What follows belongs to an exercise in optimizing a design on an open flow for small area, a short achievable clock period and few clock cycles per item; a production flow would make more cautious choices. In this exercise RTL edits were held to simulation tests only and were not proved equivalent to the original.

$ cat flow/design.v
module pe #(
  parameter int BW   = 16,
  parameter int ACCW = 40
)(
  input  logic                     clk,
  input  logic                     rst_n,
  input  logic signed [BW-1:0]     a_in,
  input  logic signed [BW-1:0]     b_in,
  input  logic                     in_valid,
  input  logic                     acc_clr,      
  input  logic                     out_phase,    
  input  logic [7:0]               drain_step,   
  input  logic [1:0]               row_id,       
  input  logic [1:0]               col_id,       
  output logic signed [BW-1:0]     a_out,
  output logic signed [BW-1:0]     b_out,
  output logic                     out_valid,
  input  logic signed [ACCW-1:0]   c_in_diag,    
  output logic signed [ACCW-1:0]   c_out_diag,   
  output logic signed [ACCW-1:0]   c_final
);
  logic signed [BW-1:0] a_reg, b_reg;
  logic                  v_reg;
  always_ff @(posedge clk or negedge rst_n) begin
    if (!rst_n) begin a_reg <= '0; b_reg <= '0; v_reg <= 1'b0; end
    else begin a_reg <= a_in; b_reg <= b_in; v_reg <= in_valid; end
  end
  assign a_out    = a_reg;
  assign b_out    = b_reg;
  assign out_valid= v_reg;
  logic signed [2*BW-1:0] prod;
  assign prod = a_reg * b_reg;
  logic signed [ACCW-1:0] acc;
  always_ff @(posedge clk or negedge rst_n) begin
    if (!rst_n) acc <= '0;
    else if (acc_clr) acc <= '0;
    else if (v_reg) acc <= acc + {{(ACCW-32){prod[31]}}, prod};
  end
  assign c_final = acc;
  logic signed [ACCW-1:0] inject_val;
  assign inject_val = c_final;
  always_comb begin
    if (out_phase && (drain_step == {6'd0,row_id,2'd0} + col_id)) begin
      c_out_diag = inject_val;
    end else begin
      c_out_diag = c_in_diag;
    end
  end
endmodule
module array4x4 #(
  parameter int BW   = 16,
  parameter int ACCW = 40
)(
  input  logic clk,
  input  logic rst_n,
  input  logic [4*BW-1:0]        west_in,
  input  logic [3:0]             west_vld,
  input  logic [4*BW-1:0]        north_in,
  input  logic                   acc_clr,
  input  logic                   load,       
  input  logic                   shift,      
  output logic signed [ACCW-1:0] se_c
);
  logic signed [BW-1:0] a [0:3][0:4];
  logic signed [BW-1:0] b [0:4][0:3];
  logic                 v [0:3][0:4];
  genvar r,c;
  generate
    for (r=0;r<4;r++) begin : WEST
      assign a[r][0] = west_in[r*BW +: BW];
      assign v[r][0] = west_vld[r];
    end
    for (c=0;c<4;c++) begin : NORTH
      assign b[0][c] = north_in[c*BW +: BW];
    end
  endgenerate
  logic signed [ACCW-1:0] c_final [0:15];
  generate
    for (r=0;r<4;r++) begin: ROW
      for (c=0;c<4;c++) begin: COL
        logic signed [BW-1:0] a_out_w, b_out_w;
        logic                 v_out_w;
        pe #(.BW(BW), .ACCW(ACCW)) u_pe (
          .clk, .rst_n,
          .a_in     (a[r][c]),
          .b_in     (b[r][c]),
          .in_valid (v[r][c]),
          .acc_clr  (acc_clr),
          .out_phase(1'b0),
          .drain_step(8'd0),
          .row_id(r[1:0]), .col_id(c[1:0]),
          .a_out(a_out_w), .b_out(b_out_w), .out_valid(v_out_w),
          .c_in_diag('0), .c_out_diag(), .c_final(c_final[r*4+c])
        );
        assign a[r][c+1] = a_out_w;
        assign v[r][c+1] = v_out_w;
        assign b[r+1][c] = b_out_w;
      end
    end
  endgenerate
  localparam logic [63:0] SNAKE = {4'd3,4'd2,4'd1,4'd0,  4'd4,4'd5,4'd6,4'd7,
                                   4'd11,4'd10,4'd9,4'd8, 4'd12,4'd13,4'd14,4'd15};
  logic signed [ACCW-1:0] token [0:15];
  integer p;
  always_ff @(posedge clk or negedge rst_n) begin
    if (!rst_n) begin
      for (p=0; p<16; p++) token[p] <= '0;
    end else if (load) begin
      for (p=0; p<16; p++) token[p] <= c_final[SNAKE[4*p +: 4]];
    end else if (shift) begin
      for (p=0; p<15; p++) token[p] <= token[p+1];
      token[15] <= '0;
    end
  end
  assign se_c = token[0];
endmodule
module systolic_core (
  input  logic        clk,
  input  logic        rst_n,
  input  logic        in_valid,
  output logic        in_ready,
  input  logic        in_last,
  input  logic [63:0] in_a,       
  input  logic [63:0] in_b,       
  output logic        out_valid,
  input  logic        out_ready,
  output logic [15:0] out_data,
  output logic        out_last
);
  localparam int BW   = 16;
  localparam int ACCW = 40;
  logic in_fire, out_fire;
  assign in_fire  = in_valid & in_ready;
  logic [BW-1:0] a_sk1 [1:3];
  logic [BW-1:0] a_sk2 [2:3];
  logic [BW-1:0] a_sk3;
  logic [BW-1:0] b_sk1 [1:3];
  logic [BW-1:0] b_sk2 [2:3];
  logic [BW-1:0] b_sk3;
  logic          v_sk1, v_sk2, v_sk3;
  always_ff @(posedge clk or negedge rst_n) begin
    if (!rst_n) begin
      for (int i=1;i<4;i++) begin a_sk1[i] <= '0; b_sk1[i] <= '0; end
      for (int i=2;i<4;i++) begin a_sk2[i] <= '0; b_sk2[i] <= '0; end
      a_sk3 <= '0; b_sk3 <= '0;
      v_sk1 <= 1'b0; v_sk2 <= 1'b0; v_sk3 <= 1'b0;
    end else begin
      for (int i=1;i<4;i++) begin
        a_sk1[i] <= in_a[16*i +: 16];
        b_sk1[i] <= in_b[16*i +: 16];
      end
      for (int i=2;i<4;i++) begin
        a_sk2[i] <= a_sk1[i];
        b_sk2[i] <= b_sk1[i];
      end
      a_sk3 <= a_sk2[3];
      b_sk3 <= b_sk2[3];
      v_sk1 <= in_fire; v_sk2 <= v_sk1; v_sk3 <= v_sk2;
    end
  end
  logic [4*BW-1:0] west_in, north_in;
  logic [3:0]      west_vld;
  assign west_in  = {a_sk3, a_sk2[2], a_sk1[1], in_a[15:0]};
  assign north_in = {b_sk3, b_sk2[2], b_sk1[1], in_b[15:0]};
  assign west_vld = {v_sk3, v_sk2, v_sk1, in_fire};
  logic       wait_cap;
  logic [3:0] flush_cnt;
  logic [4:0] remain;
  logic       chain_free, cap;
  assign in_ready   = ~wait_cap;
  assign out_valid  = (remain != 5'd0);
  assign out_fire   = out_valid & out_ready;
  assign chain_free = (remain == 5'd0) | ((remain == 5'd1) & out_ready);
  assign cap        = wait_cap & (flush_cnt == 4'd8) & chain_free;
  always_ff @(posedge clk or negedge rst_n) begin
    if (!rst_n) begin
      wait_cap  <= 1'b0;
      flush_cnt <= '0;
      remain    <= '0;
    end else begin
      if (in_fire && in_last) begin
        wait_cap  <= 1'b1;
        flush_cnt <= 4'd1;
      end else if (cap) begin
        wait_cap  <= 1'b0;
      end else if (wait_cap && flush_cnt != 4'd8) begin
        flush_cnt <= flush_cnt + 4'd1;
      end
      if (cap)           remain <= 5'd16;
      else if (out_fire) remain <= remain - 5'd1;
    end
  end
  logic signed [ACCW-1:0] se_c;
  array4x4 #(.BW(BW), .ACCW(ACCW)) u_array (
    .clk, .rst_n,
    .west_in, .west_vld,
    .north_in,
    .acc_clr (cap),
    .load    (cap),
    .shift   (out_fire),
    .se_c
  );
  logic signed [ACCW-1:0] rnd_y, rnd_s;
  always_comb begin
    rnd_y = se_c + 40'sd16384;           
    rnd_s = rnd_y >>> 15;
    if (rnd_s > 40'sd32767)                 out_data = 16'h7fff;
    else if (rnd_s < $signed(40'hff_ffff_8000)) out_data = 16'h8000;
    else                                    out_data = rnd_s[15:0];
  end
  assign out_last = (remain == 5'd1);
endmodule
$ cat flow/run.sh
#!/bin/bash
# synth_recipe.tcl (not shown) runs the flow's synth.tcl, then flattens the netlist and writes it again
# the make line also repeats each setting of config.mk as NAME=value (left out here)
make -C /OpenROAD-flow-scripts/flow DESIGN_CONFIG=/design/flow/config.mk WORK_HOME=/design/flow/orfs CLKGATE_MAP_FILE= SYNTH_SCRIPT=/design/flow/synth_recipe.tcl finish
$ cat flow/config.mk
export PLATFORM = sky130hd
export DESIGN_NAME = systolic_core
export DESIGN_NICKNAME = systolic_core
export VERILOG_FILES = /design/flow/design.v
export SDC_FILE = /design/flow/constraint.sdc
export NUM_CORES = 4
export LEC_CHECK = 0
export CAP_MARGIN = 20
export CORE_MARGIN = 2
export CORE_UTILIZATION = 40
export SLEW_MARGIN = 20
$ cat flow/constraint.sdc
create_clock -name core_clock -period 10.0 [get_ports {clk}]
set_input_delay 2.0000 -clock core_clock [delete_from_list [all_inputs] [get_ports {clk}]]
set_output_delay 2.0000 -clock core_clock [all_outputs]
set_load 0.01 [all_outputs]
==> run notes <==
The run finished with no timing, DRC or antenna violations. The run gives 0 as the number of pins with negative max-slew slack in the final report. The total negative slack is 0 ns.

The post-synthesis sequential area ratio was 18.1%. The final cycle utilization of the critical path was 95.9%. The number of cells on the worst reg-to-reg path is 34. In the final layout, the registers with the most flip-flops are u_array.ROW.COL.u_pe.acc: 640 flops, u_array.token: 416 flops. Using the TritonRoute via totals, the vias-per-cell ratio works out to 5.24. The die outline area came out at 621000 µm².

The logs give 0.409 ns for the post-route worst setup slack and 191 for the maximum number of pins on one net before global-route repair. The worst slew margin relative to its limit came out at 18.7%. The average wire per cell in the routed design came out at 20.3 µm. The most common cell in the synthesized netlist is sky130_fd_sc_hd__inv_1. The die extent in x works out to 788 µm. The endpoint identified for the worst register-to-register timing path is u_array.ROW[2].COL[2].u_pe.acc[39]$_DFFE_PN0P_. The clock reaches the later pin of the worst-skew pair after 1.05 ns. After detailed placement, the design holds a cell count of 33400. The run gives 0.128 ns as the final worst clock skew. The congestion estimate from routability-driven global placement came to 0.912.

The leading area contributor after synthesis was sky130_fd_sc_hd__fa_1. The buffers inserted during post-CTS setup optimization came out at 0. The number of global-route vias before repair is 187000. For the worst setup path, the data required time is 10.90 ns.

For this run, the number of Yosys warnings is 16. The register bit total from synthesis is 1777. The clock period could shrink to 9.59 ns. The transition at the pin with the smallest max-transition slack came out at 1.22 ns.

The tools report the sequential cell area as 44600 µm². The most numerous cell type found on the critical path is sky130_fd_sc_hd__a21o_1. In this run the worst hold path is classified as flop to flop. The peak per-stage delay on the critical path was 0.98 ns. The top flip-flop cell by instance count after synthesis is sky130_fd_sc_hd__dfrtp_1.

The logs give 179000 µm² for the footprint of the multi-input gates and 13 for the first-pass detailed-route iteration total. After synthesis, the cell types taking the most area are sky130_fd_sc_hd__fa_1 (34%), sky130_fd_sc_hd__dfrtp_1 (18%), sky130_fd_sc_hd__ha_1 (10%), sky130_fd_sc_hd__inv_1 (7.8%), sky130_fd_sc_hd__and2_1 (5.2%). The category of the critical setup timing path was flop to flop. For the worst path arrival time, the log shows 10.49 ns. In this run the worst path has a maximum fanout of 12.

The tools report the largest buffer count on any clock path as 4. For this design, the slowest cell found on the critical path is sky130_fd_sc_hd__dfrtp_1. The cell sitting at the root of the clock tree is a sky130_fd_sc_hd__clkbuf_16. The number of nets in the synthesized netlist came out at 31900. The share of the core filled with cells in the final layout was 43.3%. Fill cells in the final layout number 59400. TritonCTS built the clock tree.

In this run, the number of DRC markers left after iteration 0 of detailed routing was 13500. The run gives 4 as the H-tree depth. The global routing usage summed across all routing layers is 22.2%. The startpoint identified for the worst register-to-register timing path is u_array.ROW[2].COL[2].u_pe.b_reg[4]$_DFF_PN0_. The worst min-delay path endpoint was u_array.ROW[0].COL[1].u_pe.b_reg[10]$_DFF_PN0_.

For this run, asynchronously set or reset flops after synthesis account for 100%. The cell count after synthesis came out at 25600. The logs give 88 for the count of unique library cells instantiated by Yosys and 0 for the number of nets still failing antenna checks after routing. The total number of clock tree sinks came out at 1777.

The synthesized netlist occupies a cell area of 246000 µm². For the post-DP HPWL, the log shows 544000 µm. The worst setup path is captured at a flop. Setup violations remaining at the end of the flow were counted as 0. The slack of the worst reg-to-reg path is 0.41 ns, and the total wire length after detailed routing is 687000 µm. After clock tree synthesis, the clock-pin slew on the worst setup and hold paths is 0.07 ns.

For the number of primary I/O pins, the log shows 152. The number of antenna violations at the first check in global routing is 49. After clock tree synthesis, the repair step resized 0 gates. The routed layout has 177000 vias. The residual overflow from global routing was 0. The effective utilization at floorplan was 40.1%; the number of hold violations in the final report was 0.

Number of buffers added on ports: 151. Each instance of the synthesized netlist takes up on average 9.60 µm². The register with the most flip-flops in the layout has 640 of them. Register with the highest flop count: u_array.ROW.COL.u_pe.acc.

Timing analysis after detailed placement gives a worst setup slack of 0.241 ns. The floorplan has 288 rows. The area growth from synthesis to final layout was 8.03%.

Buffers inserted to repair hold after CTS numbered 0. The first global-routing pass estimated 1090000 µm of wire. The startpoint kind of the worst setup timing path is a flop.

For the layout net count, the log shows 31800. The number of clock buffers added by TritonCTS is 232. The number of enable-type register cells in the synthesized netlist came out at 0. The commonest cells after synthesis are sky130_fd_sc_hd__inv_1 (5140), sky130_fd_sc_hd__fa_1 (4208), sky130_fd_sc_hd__nand2_1 (2330), sky130_fd_sc_hd__and2_1 (2026), sky130_fd_sc_hd__ha_1 (1973). From bottom edge to top edge, the die measures 788 µm. Startpoint of the most critical hold path: b_sk1[1][10]$_DFF_PN0_.

The tools report the max-cap check violation count as 0. For this run, the number of standard cells in the final layout without fillers is 33900. The worst hold path passes through 0 cells.

The placeable core area is 614000 µm². The achievable frequency came out at 104 MHz. Area share of the leading cell type in the synthesized netlist: 34.3%. Share of final-layout standard cells stronger than drive strength 1: 3.70%. The remaining design rule violation count is 0.
[worst max-delay path: cells and delay by family, from the launching register on]
family / cells / cell delay [ns]
fa+ha+maj: 8 / 3.06
compound gates: 17 / 3.76
flops: 1 / 0.98
simple gates: 3 / 1.13
buf+inv: 5 / 0.36
xor+xnor: 1 / 0.16
[through the flow]
stage	area (µm²)	hold slack, ns
CTS	266000	0.323
detailed placement	258000	0.335
finish	266000	0.334
global route	266000	0.335
global placement	258000	0.332
floorplan	246000	0.331
[worst max-delay path by stage]
stage                                              startpoint                                        endpoint  slack [ns]  cells past startpoint
2_1_floorplan   u_array.ROW[1].COL[3].u_pe.b_reg[7]$_DFF_PN0_  u_array.ROW[1].COL[3].u_pe.acc[39]$_DFFE_PN0P_        1.17                     32
3_3_place_gp    u_array.ROW[2].COL[2].u_pe.b_reg[2]$_DFF_PN0_  u_array.ROW[2].COL[2].u_pe.acc[39]$_DFFE_PN0P_        0.14                     34
3_5_place_dp   u_array.ROW[0].COL[0].u_pe.a_reg[10]$_DFF_PN0_  u_array.ROW[0].COL[0].u_pe.acc[39]$_DFFE_PN0P_        0.24                     27
4_1_cts        u_array.ROW[1].COL[2].u_pe.a_reg[10]$_DFF_PN0_  u_array.ROW[1].COL[2].u_pe.acc[39]$_DFFE_PN0P_        0.18                     30
5_1_grt         u_array.ROW[3].COL[0].u_pe.a_reg[3]$_DFF_PN0_  u_array.ROW[3].COL[0].u_pe.acc[39]$_DFFE_PN0P_       -0.01                     34
6_report        u_array.ROW[2].COL[2].u_pe.b_reg[4]$_DFF_PN0_  u_array.ROW[2].COL[2].u_pe.acc[39]$_DFFE_PN0P_        0.41                     34
[area by class of cell]
type	instances	area share, %
Multi-Input combinational cell	17800	67.4
Sequential cell	1777	16.8
Inverter	5143	7.27
Tap cell	8120	3.82
Clock buffer	291	2.38
Timing Repair Buffer	532	1.73
Clock inverter	137	0.623
Antenna cell	19	0.0179
[per-layer routing]
layer	GRT usage, %	wire, µm	up-vias
met1	29.3	286000	91200
li1	-	-	80400
met2	37.6	330000	4838
met5	0	76	-
met3	2.51	38200	1060
met4	8.79	32400	12
[layout by cell type (no fill, tap or decap), types with 549 or more instances in the layout]
master                    netlist  layout
sky130_fd_sc_hd__inv_1       5140    5137
sky130_fd_sc_hd__a21o_1       549     549
sky130_fd_sc_hd__nand2_1     2330    2330
sky130_fd_sc_hd__dfrtp_1     1777    1716
sky130_fd_sc_hd__ha_1        1973    1973
sky130_fd_sc_hd__fa_1        4208    4207
sky130_fd_sc_hd__xnor2_1      834     834
sky130_fd_sc_hd__a21oi_1      967     966
sky130_fd_sc_hd__and2_1      2026    2026
sky130_fd_sc_hd__nor2_1      1242    1241
[cell families (layout without fill, tap and decap cells)]
logic type      after synthesis  count (layout)  share of synthesized area [%]
mux                         420             420                           1.71
compound gates             3414            3414                           9.46
flops                      1777            1777                           18.1
other cells                   0              19                              0
fa+ha+maj                  6181            6181                           44.3
buf+inv                    5999            6103                           9.16
simple gates               6754            6754                           13.5
xor+xnor                   1078            1078                           3.84
Testbench counts, summed over its fixed seeds: cycles 9,700, tiles 512.

[afterwards: timing with drivers on the ports]
How much do the figures lean on ideal ports? The routed layout below was timed once more, with nothing changed but the port constraints. Step 1 assumes that a clkbuf_16 drives the clock port and a buf_2 every other input. Step 2 moves the port delays by t, midway between the first and last clock arrival at a register: inputs arrive t later, outputs are due t later. That takes back most of the time a late clock gives input paths. Slacks: ideal ports / drivers / drivers and shift; pairs: ideal ports / drivers.
shift t [ns]: 1.122
setup WS [ns]: 0.409 / 0.409 / 0.409
pins driven straight from the clock port: 1
After both steps setup and hold are still met in this run. The setup slack of this run moves by 0.000 ns with the drivers and by 0.000 ns with both steps.
